Source: an optimization exercise on an open RTL-to-GDS flow (aim: small area). Production flows keep margins and buffers that such runs may drop.
Function was checked by simulation only, so behaviour that the tests miss may differ from the original.
Power figures rest on the tool's default switching activity, not on a simulated workload.

==> flow/design.v (excerpt) <==
module gyn_datapath(
	input clk,
	input reset,
	input [1:0] thread_num,
	input [8:0] instrMem_addr,
	input [31:0] instrMemOut,
	input [71:0] dMemOut,
	output [7:0] dMemAddr,
	output [71:0] dMemIn,
	output dMem_wena,
	output PCsel,
	output [8:0]  jump_address,
	output regfile_wena,
	output [1:0] regfile_wthread,
	output [3:0] regfile_waddr,
	output [71:0] regfile_wdata
);
	reg [1:0] thr1;
	reg [8:0] link1;
	always @(posedge clk) begin
		if (reset) begin
			thr1 <= 2'd0;
			link1 <= 9'd0;
		end else begin
			thr1 <= thread_num;
			link1 <= instrMem_addr;
		end
	end
	wire c_sub, c_arith, c_lg, c_lp, c_shr, c_seq, c_sne, c_slt;
	wire alusrc2, memtoreg2, memWrite2, regWrite2, branch2, jump2, jal2;
	wire is_jal1;
	controller ctrller(
		.clk(clk), .opcode(instrMemOut[31:26]),
		.c_sub(c_sub), .c_arith(c_arith), .c_lg(c_lg), .c_lp(c_lp),
		.c_shr(c_shr), .c_seq(c_seq), .c_sne(c_sne), .c_slt(c_slt),
		.alusrc(alusrc2), .memtoreg(memtoreg2), .memWrite(memWrite2),
		.regWrite(regWrite2), .branch(branch2), .jump(jump2), .jal(jal2),
		.is_jal(is_jal1)
	);
	reg [3:0]  ts2;       
	reg [3:0]  dest2;
	reg [13:0] imm2;      
	reg [7:1]  pa2, pb2;  
	wire [15:0] ra_dec = 16'd1 << instrMemOut[21:18];
	wire [15:0] rb_dec = 16'd1 << instrMemOut[17:14];
	always @(posedge clk) begin
		ts2 <= 4'd1 << thr1;
		pa2 <= ra_dec[7:1];
		pb2 <= rb_dec[7:1];
		if (reset) begin
			dest2 <= 4'd0;
			imm2 <= 14'd0;
		end else begin
			dest2 <= instrMemOut[25:22];
			imm2 <= is_jal1 ? {5'd0, link1} : instrMemOut[13:0];
		end
	end
	reg        we5;
	reg [1:0]  thr5;
	reg [2:0]  addr5;
	reg [71:0] data5;
	wire [71:0] ra_data, rb_data;
	gyn_regfile8 registerFile(
		.CLK(clk), .reset(reset),
		.wena(we5), .wthread(thr5), .waddr(addr5), .wdata(data5),
		.rthread(ts2), .r0sel(pa2), .r1sel(pb2),
		.r0data(ra_data), .r1data(rb_data)
	);
	wire [63:0] aluB = alusrc2 ? {{50{imm2[13]}}, imm2} : rb_data[63:0];
	wire [63:0] aluOut;
	alu64 alu(
		.A(ra_data[63:0]), .B(aluB), .shamt(imm2[13:8]),
		.c_sub(c_sub), .c_arith(c_arith), .c_lg(c_lg), .c_lp(c_lp),
		.c_shr(c_shr), .c_seq(c_seq), .c_sne(c_sne), .c_slt(c_slt),
		.Z(aluOut)
	);
	wire [8:0] link_p1 = imm2[8:0] + 9'd1;
	wire jal_m = jal2 & ~reset;
	reg [63:0] Z3;
	reg [71:0] rb3;
	reg [8:0]  ja3;
	reg [7:0]  ctrlA3;    
	reg [1:0]  thr3;
  ...
Size in the first run: ~2400 flip-flops, ~290 I/O pins, roughly 0.099 mm² of cells after synthesis.
export LEC_CHECK = 0
export CAP_MARGIN = 20
export CORE_MARGIN = 2
export CORE_UTILIZATION = 80
export CTS_BUF_LIST = sky130_fd_sc_hd__clkbuf_8
export CTS_CLUSTER_DIAMETER = 50
export CTS_CLUSTER_SIZE = 16
export GPL_ROUTABILITY_DRIVEN = 1
export PLACE_DENSITY = 0.87
export SLEW_MARGIN = 20
export SYNTH_HIERARCHICAL = 1
export SYNTH_MINIMUM_KEEP_SIZE = 0
create_clock -name core_clock -period 7.0 [get_ports {clk}]
standard.sh (not shown) runs the stock make flow with config.mk's settings and CLKGATE_MAP_FILE= SYNTH_SCRIPT=/design/flow/synth_recipe.tcl, a recipe that flattens the netlist after the stock synthesis.
==> flow/flow/run.sh <==
#!/bin/bash
# The standard layout (standard.sh: standard synthesis and ORFS flow), with two changes:
#  - port buffers are the smallest buffer cell, sky130_fd_sc_hd__buf_1;
#  - clock tree synthesis inserts no dummy loads.
# make's full output goes to standard.log; ORFS writes each step's log under orfs/logs/.
set -euo pipefail
export BUFFER_PORTS_ARGS="-buffer_cell sky130_fd_sc_hd__buf_1"
export CTS_ARGS="-sink_clustering_enable -repair_clock_nets -dont_use_dummy_load -buf_list sky130_fd_sc_hd__clkbuf_8 -sink_clustering_size 16 -sink_clustering_max_diameter 50"
bash standard.sh finish > standard.log 2>&1
The first run ran to the end with no violations.
==> next run, changes <==
- CORE_UTILIZATION: 80 -> 70
- PLACE_DENSITY: 0.87 -> 0.78
Core utilization falls by 10 points.
Register-to-register slack improved by 0.11 ns.
Sequential share of layout area is lower by 0.13 points.
Via count is lower by a few percent.
Clock skew drops by 0.0086 ns.
Die area rose by about a fifth.
Power barely changes.
Routed wire length falls slightly.
Setup slack improved by 0.11 ns.
==> next run, changes <==
- CORE_UTILIZATION: 70 -> 60
- PLACE_DENSITY: 0.78 -> 0.68
=> Setup slack degrades by 0.25 ns. Hold slack gets better by 0.0053 ns. Clock power grows by a few percent.
==> next run, changes <==
- CAP_MARGIN: 20 -> 10
- CORE_UTILIZATION: 60 -> 70
- PLACE_DENSITY: 0.68 -> 0.78
- SLEW_MARGIN: 20 -> 10
The changed run finished with timing, DRC and antenna clean.
Hold slack is worse by 0.0053 ns.
Total power drops slightly.
Critical path depth rose by 4.
Clock skew went up by 0.032 ns.
==> next run, changes <==
==> flow/run.sh (new file) <==
#!/bin/bash
# synth_recipe.tcl (not shown) runs the flow's synth.tcl, then flattens the netlist and writes it again
# the make line also repeats each setting of config.mk as NAME=value (left out here)
make -C /OpenROAD-flow-scripts/flow DESIGN_CONFIG=/design/flow/config.mk WORK_HOME=/design/flow/orfs CLKGATE_MAP_FILE= SYNTH_SCRIPT=/design/flow/synth_recipe.tcl finish
- CAP_MARGIN: 10 -> 20
- CORE_UTILIZATION: 70 -> 60
- PLACE_DENSITY: 0.78 -> 0.68
- SLEW_MARGIN: 10 -> 20
removed: flow/flow/run.sh
removed: flow/standard.sh
=> Die area came out higher by about a fifth; via count came out lower slightly; total power came out higher by a little under a tenth; worst hold slack gets better by 0.012 ns; register-to-register slack gets better by 0.18 ns; routed wire length came out higher by a few percent.

gyn_datapath, a different RTL version from the one above (not shown whole).
For scale: about 6,700 cells after synthesis, ~2,400 flip-flops, roughly 290 I/O pins, roughly 97,000 um^2 of cells after synthesis.
export LEC_CHECK = 0
export CAP_MARGIN = 10
export CORE_MARGIN = 2
export CORE_UTILIZATION = 66
export CTS_BUF_LIST = sky130_fd_sc_hd__clkbuf_8
export CTS_CLUSTER_DIAMETER = 50
export CTS_CLUSTER_SIZE = 16
export GPL_ROUTABILITY_DRIVEN = 1
export PLACE_DENSITY = 0.74
export SETUP_SLACK_MARGIN = 0.3
export SLEW_MARGIN = 10
export SYNTH_HIERARCHICAL = 1
export SYNTH_MINIMUM_KEEP_SIZE = 0
create_clock -name core_clock -period 7.0 [get_ports {clk}]
==> flow/flow/run.sh <==
#!/bin/bash
# The standard layout (standard.sh: standard synthesis and ORFS flow), with two changes:
#  - port buffers are the smallest buffer cell, sky130_fd_sc_hd__buf_1;
#  - clock tree synthesis inserts no dummy loads.
# make's full output goes to standard.log; ORFS writes each step's log under orfs/logs/.
set -euo pipefail
export BUFFER_PORTS_ARGS="-buffer_cell sky130_fd_sc_hd__buf_1"
export CTS_ARGS="-sink_clustering_enable -repair_clock_nets -dont_use_dummy_load -buf_list sky130_fd_sc_hd__clkbuf_8 -sink_clustering_size 16 -sink_clustering_max_diameter 50"
bash standard.sh finish > standard.log 2>&1
The starting point completed with no timing, DRC or antenna violations.
==> next run, changes <==
--- a/flow/config.mk
+++ b/flow/config.mk
@@ -9,3 +9,3 @@
 export CORE_MARGIN = 2
-export CORE_UTILIZATION = 66
+export CORE_UTILIZATION = 62
 export CTS_BUF_LIST = sky130_fd_sc_hd__clkbuf_8
@@ -14,4 +14,3 @@
 export GPL_ROUTABILITY_DRIVEN = 1
-export PLACE_DENSITY = 0.74
-export SETUP_SLACK_MARGIN = 0.3
+export PLACE_DENSITY = 0.7
 export SLEW_MARGIN = 10
=> The new run finished clean. Register-to-register slack got worse by 0.11 ns. Maximum frequency goes down by 1.7%. Sequential share of layout area drops by 0.17 points. Sequential cell count stays the same. Setup slack degrades by 0.11 ns. Global-route usage came out lower by 1.8 points. Via count shrinks by 0.36%. Critical path depth does not change. Wire length rose by 1.4%.

## re-timing with driven ports
The results above use ideal ports. As a check the final layouts listed here were re-extracted and re-timed, cells and wires unchanged.
Step 1: set_driving_cell puts a clkbuf_16 on clk and a buf_2 on each other input, an assumption about the parent block.
Step 2 adds t to the input delays and takes it off the output delays; t is the mean of the earliest and latest rising clock arrival at the registers after step 1. Input paths then give back, and output paths get back, about the clock's delay inside the block.
a / b / c = ideal ports / drivers / drivers and shift; a / b = the first two.
run | t, ns | setup WS [ns] | hold WS [ns] | latest minus earliest clock arrival (ns)
the first run of note 1 | 1.028 | 0.624 / 0.624 / 0.624 | 0.331 / 0.331 / 0.331 | 0.148 / 0.148
the second run of note 1 | 0.977 | 0.738 / 0.738 / 0.738 | 0.317 / 0.317 / 0.317 | 0.140 / 0.140
the third run of note 1 | 1.081 | 0.488 / 0.488 / 0.488 | 0.322 / 0.322 / 0.322 | 0.110 / 0.110
the fourth run of note 1 | 0.979 | 0.685 / 0.685 / 0.685 | 0.317 / 0.317 / 0.317 | 0.139 / 0.140
the fifth run of note 1 | 1.086 | 0.868 / 0.868 / 0.868 | 0.329 / 0.329 / 0.329 | 0.070 / 0.071
the first run of note 2 | 1.020 | 0.365 / 0.365 / 0.365 | 0.335 / 0.335 / 0.335 | 0.112 / 0.112
the second run of note 2 | 1.035 | 0.251 / 0.251 / 0.251 | 0.311 / 0.311 / 0.311 | 0.123 / 0.123
After both steps setup and hold are still met in every run listed.
